Source: an optimization exercise on an open RTL-to-GDS flow (aim: small area). Production flows keep margins and buffers that such runs may drop.
The RTL was checked by simulation tests, not by an equivalence proof against the original design.

## v6
==> module DUFT_ap_ctrl_chain, before the edit <==
module DUFT_ap_ctrl_chain(
  input [31:0]      addr,
  input [31:0]      wr_data,
  input [1:0]       rd_wr,
  output [31:0]     ap_return,
  input             ap_rst,
  input             ap_start,
  input             ap_continue,
  input             ap_ce,
  output            ap_idle,
  output            ap_ready,
  output            ap_done,
  input             ap_clk
);
  localparam H_IDLE = 3'b000;
  localparam H_ACK  = 3'b001;
  localparam H_RD   = 3'b010;
  localparam H_WR   = 3'b011;
  localparam H_DONE = 3'b100;
  localparam H_RST  = 3'b101;
  reg [2:0] h;
  reg [2:0] h_nx;
  always @(*) begin
    case (h)
      H_IDLE: h_nx = ap_start ? H_ACK : (rd_wr[1] ? H_RST : H_IDLE);
      H_ACK:  h_nx = rd_wr[0] ? H_RD : H_WR;
      H_RD, H_WR, H_RST: h_nx = H_DONE;
      H_DONE: h_nx = ap_continue ? H_IDLE : H_DONE;
      default: h_nx = H_IDLE;
    endcase
  end
  always @(posedge ap_clk)
    if (ap_rst) h <= H_IDLE;
    else        h <= h_nx;
  wire h_idle = (h == H_IDLE);
  wire h_done = (h == H_DONE);
  wire h_rd   = (h == H_RD);
  wire h_wr   = (h == H_WR);
  wire rst    = (h == H_RST);         
  assign ap_idle  = h_idle & ~ap_start;
  assign ap_ready = h_done;
  assign ap_done  = h_done;
  wire up0 = (addr[31:8] == 24'h000000);
  wire upF = (addr[31:8] == 24'hFF0000);
  wire lo00 = (addr[7:0] == 8'h00);
  wire lo01 = (addr[7:0] == 8'h01);
  wire r18 = up0 & (addr[7:3] == 5'b00011);
  wire r20 = up0 & (addr[7:5] == 3'b001);
  wire rlp = upF & lo01;
  wire wop = up0 & lo00;
  wire win = up0 & (addr[7:0] == 8'h10);
  wire wlp = upF & lo00;
  reg [1:0] ac;
  reg       ist;
  always @(posedge ap_clk) begin
    ac[0] <= rd_wr[0] ? (r18 | rlp) : (wop | wlp);
    ac[1] <= rd_wr[0] ? (r20 | rlp) : (win | wlp);
    ist   <= up0 & lo01;
  end
  reg [31:0] R;           
  reg [2:0]  opc;         
  reg [31:0] din;         
  reg [31:0] dout;        
  reg        dout_z;      
  reg [31:0] dft;         
  reg [31:0] tin;         
  localparam IDLE          = 4'd0;
  localparam INPUT_FLATTEN = 4'd1;
  localparam INPUT_DUT     = 4'd2;
  localparam INPUT_RDY     = 4'd3;
  localparam OUTPUT_WAIT   = 4'd4;
  localparam OUTPUT_VAL    = 4'd5;
  localparam OUTPUT_PACK   = 4'd6;
  localparam SCAN_PREP     = 4'd7;
  localparam SCAN          = 4'd8;
  localparam SCAN_RD       = 4'd9;
  localparam TICK          = 4'd10;
  reg [3:0] P;
  localparam D_IDLE   = 2'd0;
  localparam D_START  = 2'd1;
  localparam D_CALC   = 2'd2;
  localparam D_FINISH = 2'd3;
  reg [1:0]  D;
  reg [2:0]  calc;
  reg [31:0] q;           
  reg [5:0] cnt;
  wire op_input = (opc == 3'd1);
  wire op_run   = (opc == 3'd2);
  wire op_endr  = (opc == 3'd3);
  wire op_test  = (opc == 3'd4);
  wire op_next  = (opc == 3'd5);
  wire op_endt  = (opc == 3'd6);
  wire p_flat = (P == INPUT_FLATTEN);
  wire p_pack = (P == OUTPUT_PACK);
  wire p_prep = (P == SCAN_PREP);
  wire p_scan = (P == SCAN);
  wire p_srd  = (P == SCAN_RD);
  wire scan_ack  = cnt[0];                        
  wire scan_dump = cnt[5] & cnt[3] & cnt[0];      
  wire scan_end  = cnt[5] & cnt[3] & cnt[1];      
  wire srd_first = cnt[0];                        
  wire dut_commit_ack = p_pack | (p_srd & op_endt);
  wire dft_op_commit  = (p_scan & scan_end) | (p_srd & srd_first);
  wire sen = (P == INPUT_RDY) | p_prep | p_scan | (p_srd & (~op_endt | srd_first));
  wire [11:0] status = {
    p_prep, p_prep & scan_ack, dft_op_commit, p_srd,
    (P == INPUT_DUT), (D == D_START), (D == D_FINISH), dut_commit_ack,
    P };
  reg [3:0] P_nx;
  always @(*) begin
    case (P)
      IDLE:          P_nx = op_input ? INPUT_FLATTEN : IDLE;
      INPUT_FLATTEN: P_nx = INPUT_DUT;
      INPUT_DUT:     P_nx = (D == D_START) ? INPUT_RDY : INPUT_DUT;
      INPUT_RDY:     P_nx = op_run ? OUTPUT_WAIT : (op_test ? SCAN_PREP : INPUT_RDY);
      OUTPUT_WAIT:   P_nx = (D == D_FINISH) ? OUTPUT_VAL : OUTPUT_WAIT;
      OUTPUT_VAL:    P_nx = op_endr ? OUTPUT_PACK : OUTPUT_VAL;
      OUTPUT_PACK:   P_nx = IDLE;
      SCAN_PREP:     P_nx = scan_ack ? SCAN : SCAN_PREP;
      SCAN:          P_nx = scan_end ? SCAN_RD : SCAN;
      SCAN_RD:       P_nx = op_endt ? IDLE : (op_next ? TICK : SCAN_RD);
      TICK:          P_nx = SCAN_PREP;
      default:       P_nx = IDLE;
    endcase
  end
  always @(posedge ap_clk) begin
    if (rst) P <= IDLE;
    else     P <= P_nx;
    if (rst | ~(p_prep | p_scan)) cnt <= 6'd0;
    else                          cnt <= cnt + 6'd1;
  end
  reg [1:0] D_nx;
  always @(*) begin
    case (D)
      D_IDLE:   D_nx = (P == INPUT_DUT) ? D_START : D_IDLE;
      D_START:  D_nx = D_CALC;
      D_CALC:   D_nx = (calc == 3'd7) ? D_FINISH : D_CALC;
      default:  D_nx = dut_commit_ack ? D_IDLE : D_FINISH;
    endcase
  end
  wire calc_run = (D == D_CALC) & ~sen;
  wire dump = p_scan & scan_dump;
  wire [31:0] q_rot = {q[0], q[31:1]};
  always @(posedge ap_clk) begin
    if (rst)       D <= D_IDLE;
    else if (!sen) D <= D_nx;
    if (D == D_IDLE || D == D_FINISH) calc <= 3'd0;
    else if (calc_run)                calc <= calc + 3'd1;
    if (p_flat)        q <= din;
    else if (dump)     q <= q_rot;
    else               q <= q + {31'd0, calc_run};
    if (dump) dft <= q_rot;
    if (p_pack) begin
      dout   <= q;
      dout_z <= rst;
    end
  end
  wire wr_go = h_wr & ap_ce;
  always @(posedge ap_clk) begin
    if (wr_go && ac == 2'd1) opc <= (R[31:3] == 29'd0) ? R[2:0] : 3'd0;
    if (wr_go && ac == 2'd2) din <= R;
    if (wr_go && ac == 2'd3) tin <= R;
  end
  wire rd_go = h_rd & ap_ce;
  wire s_st  = rd_go & (ac == 2'd0) & ist;
  wire s_18  = rd_go & (ac == 2'd1) & ~dout_z;
  wire s_20  = rd_go & (ac == 2'd2);
  wire s_lp  = rd_go & (ac == 2'd3);
  wire [31:0] rd_val = ({32{s_st}} & {20'd0, R[11:0]})
                     | ({32{s_18}} & dout)
                     | ({32{s_20}} & dft)
                     | ({32{s_lp}} & tin);
  wire load = (h == H_IDLE) | (h == H_ACK);
  always @(posedge ap_clk) begin
    if (load)         R <= {wr_data[31:12], rd_wr[0] ? status : wr_data[11:0]};
    else if (!h_done) R <= rd_val;
  end
  assign ap_return = R;
endmodule  
==> flow/config.mk <==
export PLATFORM = sky130hd
export DESIGN_NAME = DUFT_ap_ctrl_chain
export DESIGN_NICKNAME = DUFT_ap_ctrl_chain
export VERILOG_FILES = /design/flow/design.v
export SDC_FILE = /design/flow/constraint.sdc
export NUM_CORES = 4
export LEC_CHECK = 0
export CAP_MARGIN = 20
export CORE_MARGIN = 2
export CORE_UTILIZATION = 50
export SLEW_MARGIN = 20
==> flow/constraint.sdc <==
create_clock -name core_clock -period 8.0 [get_ports {ap_clk}]
set_input_delay 1.6000 -clock core_clock [delete_from_list [all_inputs] [get_ports {ap_clk}]]
set_output_delay 1.6000 -clock core_clock [all_outputs]
set_load 0.01 [all_outputs]
standard.sh (not shown) runs the stock make flow with config.mk's settings and CLKGATE_MAP_FILE= SYNTH_SCRIPT=/design/flow/synth_recipe.tcl, a recipe that flattens the netlist after the stock synthesis.
==> flow/flow/run.sh <==
#!/bin/bash
# Layout flow: the standard ORFS flow (standard.sh) with three changes
# that only affect how the layout is made:
#  - synthesis is the standard synthesis script, except that the final
#    ABC technology-mapping call uses an area-oriented script (flow/area.abc);
#    registers are mapped before ABC runs, so they are unchanged;
#  - the port buffers inserted at global placement use sky130 buf_1;
#  - the clock tree uses clkbuf_8 buffers, clusters of at most 16 sinks and
#    no dummy loads.
set -euo pipefail
here=$(pwd)
{
  echo "proc abc {args} {"
  echo "  set i [lsearch \$args -script]"
  echo "  if {\$i >= 0} { set args [lreplace \$args \$i [expr {\$i + 1}] -script $here/flow/area.abc] }"
  echo "  yosys abc {*}\$args"
  echo "}"
  cat "$here/synth_recipe.tcl"
} > "$here/area_synth.tcl"
sed "s#SYNTH_SCRIPT=[^ ]*synth_recipe.tcl#SYNTH_SCRIPT=$here/area_synth.tcl#" standard.sh > area_standard.sh
grep -q area_synth.tcl area_standard.sh
export BUFFER_PORTS_ARGS="-buffer_cell sky130_fd_sc_hd__buf_1"
export CTS_ARGS="-sink_clustering_enable -repair_clock_nets -dont_use_dummy_load -buf_list sky130_fd_sc_hd__clkbuf_8 -sink_clustering_size 16 -sink_clustering_max_diameter 60"
bash area_standard.sh > standard_flow.log 2>&1
==> flow/flow/area.abc <==
strash
dc2
dc2
dch -f
amap
strash
dc2
dc2
dch -f
amap
strash
dc2
dch -f
amap
Inputs modified between v6 and v7:
--- a/flow/design.v
+++ b/flow/design.v
@@ -75,16 +75,15 @@
   localparam SCAN_PREP     = 4'd7;
   localparam SCAN          = 4'd8;
   localparam SCAN_RD       = 4'd9;
   localparam TICK          = 4'd10;
   reg [3:0] P;
-  localparam D_IDLE   = 2'd0;
-  localparam D_START  = 2'd1;
-  localparam D_CALC   = 2'd2;
-  localparam D_FINISH = 2'd3;
-  reg [1:0]  D;
-  reg [2:0]  calc;
+  localparam D_IDLE   = 4'd0;
+  localparam D_START  = 4'd1;
+  localparam D_FINISH = 4'd2;
+  localparam D_CALC0  = 4'd8;
+  reg [3:0]  D;
   reg [31:0] q;           
   reg [5:0] cnt;
   wire op_input = (opc == 3'd1);
   wire op_run   = (opc == 3'd2);
   wire op_endr  = (opc == 3'd3);
@@ -128,30 +127,38 @@
     if (rst) P <= IDLE;
     else     P <= P_nx;
     if (rst | ~(p_prep | p_scan)) cnt <= 6'd0;
     else                          cnt <= cnt + 6'd1;
   end
-  reg [1:0] D_nx;
+  reg [3:0] D_nx;
   always @(*) begin
     case (D)
       D_IDLE:   D_nx = (P == INPUT_DUT) ? D_START : D_IDLE;
-      D_START:  D_nx = D_CALC;
-      D_CALC:   D_nx = (calc == 3'd7) ? D_FINISH : D_CALC;
-      default:  D_nx = dut_commit_ack ? D_IDLE : D_FINISH;
+      D_START:  D_nx = D_CALC0;
+      D_FINISH: D_nx = dut_commit_ack ? D_IDLE : D_FINISH;
+      4'd15:    D_nx = D_FINISH;
+      4'd8, 4'd9, 4'd10, 4'd11, 4'd12, 4'd13, 4'd14:
+                D_nx = D + 4'd1;
+      default:  D_nx = D_IDLE;
     endcase
   end
-  wire calc_run = (D == D_CALC) & ~sen;
+  wire calc_run = D[3] & ~sen;
   wire dump = p_scan & scan_dump;
   wire [31:0] q_rot = {q[0], q[31:1]};
+  wire [31:0] q_base = ({32{p_flat}} & din)
+                     | ({32{dump}} & q_rot)
+                     | ({32{~p_flat & ~dump}} & q);
+  wire [31:0] q_carry;
+  assign q_carry[0] = calc_run;
+  genvar gi;
+  generate for (gi = 1; gi < 32; gi = gi + 1) begin : g_carry
+    assign q_carry[gi] = q_carry[gi-1] & q[gi-1];
+  end endgenerate
   always @(posedge ap_clk) begin
     if (rst)       D <= D_IDLE;
     else if (!sen) D <= D_nx;
-    if (D == D_IDLE || D == D_FINISH) calc <= 3'd0;
-    else if (calc_run)                calc <= calc + 3'd1;
-    if (p_flat)        q <= din;
-    else if (dump)     q <= q_rot;
-    else               q <= q + {31'd0, calc_run};
+    q <= q_base ^ q_carry;
     if (dump) dft <= q_rot;
     if (p_pack) begin
       dout   <= q;
       dout_z <= rst;
     end
@@ -165,16 +172,16 @@
   wire rd_go = h_rd & ap_ce;
   wire s_st  = rd_go & (ac == 2'd0) & ist;
   wire s_18  = rd_go & (ac == 2'd1) & ~dout_z;
   wire s_20  = rd_go & (ac == 2'd2);
   wire s_lp  = rd_go & (ac == 2'd3);
-  wire [31:0] rd_val = ({32{s_st}} & {20'd0, R[11:0]})
-                     | ({32{s_18}} & dout)
-                     | ({32{s_20}} & dft)
-                     | ({32{s_lp}} & tin);
   wire load = (h == H_IDLE) | (h == H_ACK);
-  always @(posedge ap_clk) begin
-    if (load)         R <= {wr_data[31:12], rd_wr[0] ? status : wr_data[11:0]};
-    else if (!h_done) R <= rd_val;
-  end
+  wire [31:0] ld_val = {wr_data[31:12], rd_wr[0] ? status : wr_data[11:0]};
+  always @(posedge ap_clk)
+    R <= ({32{h_done}} & R)
+       | ({32{load}} & ld_val)
+       | ({32{s_st}} & {20'd0, R[11:0]})
+       | ({32{s_18}} & dout)
+       | ({32{s_20}} & dft)
+       | ({32{s_lp}} & tin);
   assign ap_return = R;
 endmodule  
[summary]
- Max clock-buffer cell count across v6 and v7: v6
- The worst reg-to-reg path cell count in v6 is 1.3 times that in v7.
- Re full die area: v6 and v7 aren't equal, and the lower value belongs to v7.
- Going from v6 to v7, instance count on the critical path lost 21%, synthesized area went down about 5.4%.
- Taking v6 as the reference, in v7 final cycle utilization of the critical path went up by 0.41 points, non-filler instance count after layout dropped 52.

## port drivers added, routing unchanged
No port has a modelled driver above. Below, the same layouts with a new extraction and two added sets of constraints.
Step 1 sets driving cells, clkbuf_16 on the clock port and buf_2 on the other inputs (assumed; they add their load-dependent delay and slew).
Step 2 times the ports against the registers' clock, not the clock port: input delays grow and output delays shrink by t, the midpoint of the rising clock arrivals with the driver on.
Slacks: ideal ports / drivers / drivers and shift; pairs: ideal ports / drivers.
run	shift t [ns]	setup slack, ns	hold slack, ns	worst setup path at the end	latest minus earliest clock arrival (ns)
v6	0.526	2.362 / 2.362 / 2.362	0.429 / 0.429 / 0.429	register to register	0.028 / 0.029
v7	0.525	2.330 / 2.330 / 2.330	0.452 / 0.452 / 0.452	register to register	0.044 / 0.044
After both steps setup and hold are still met in every run listed.
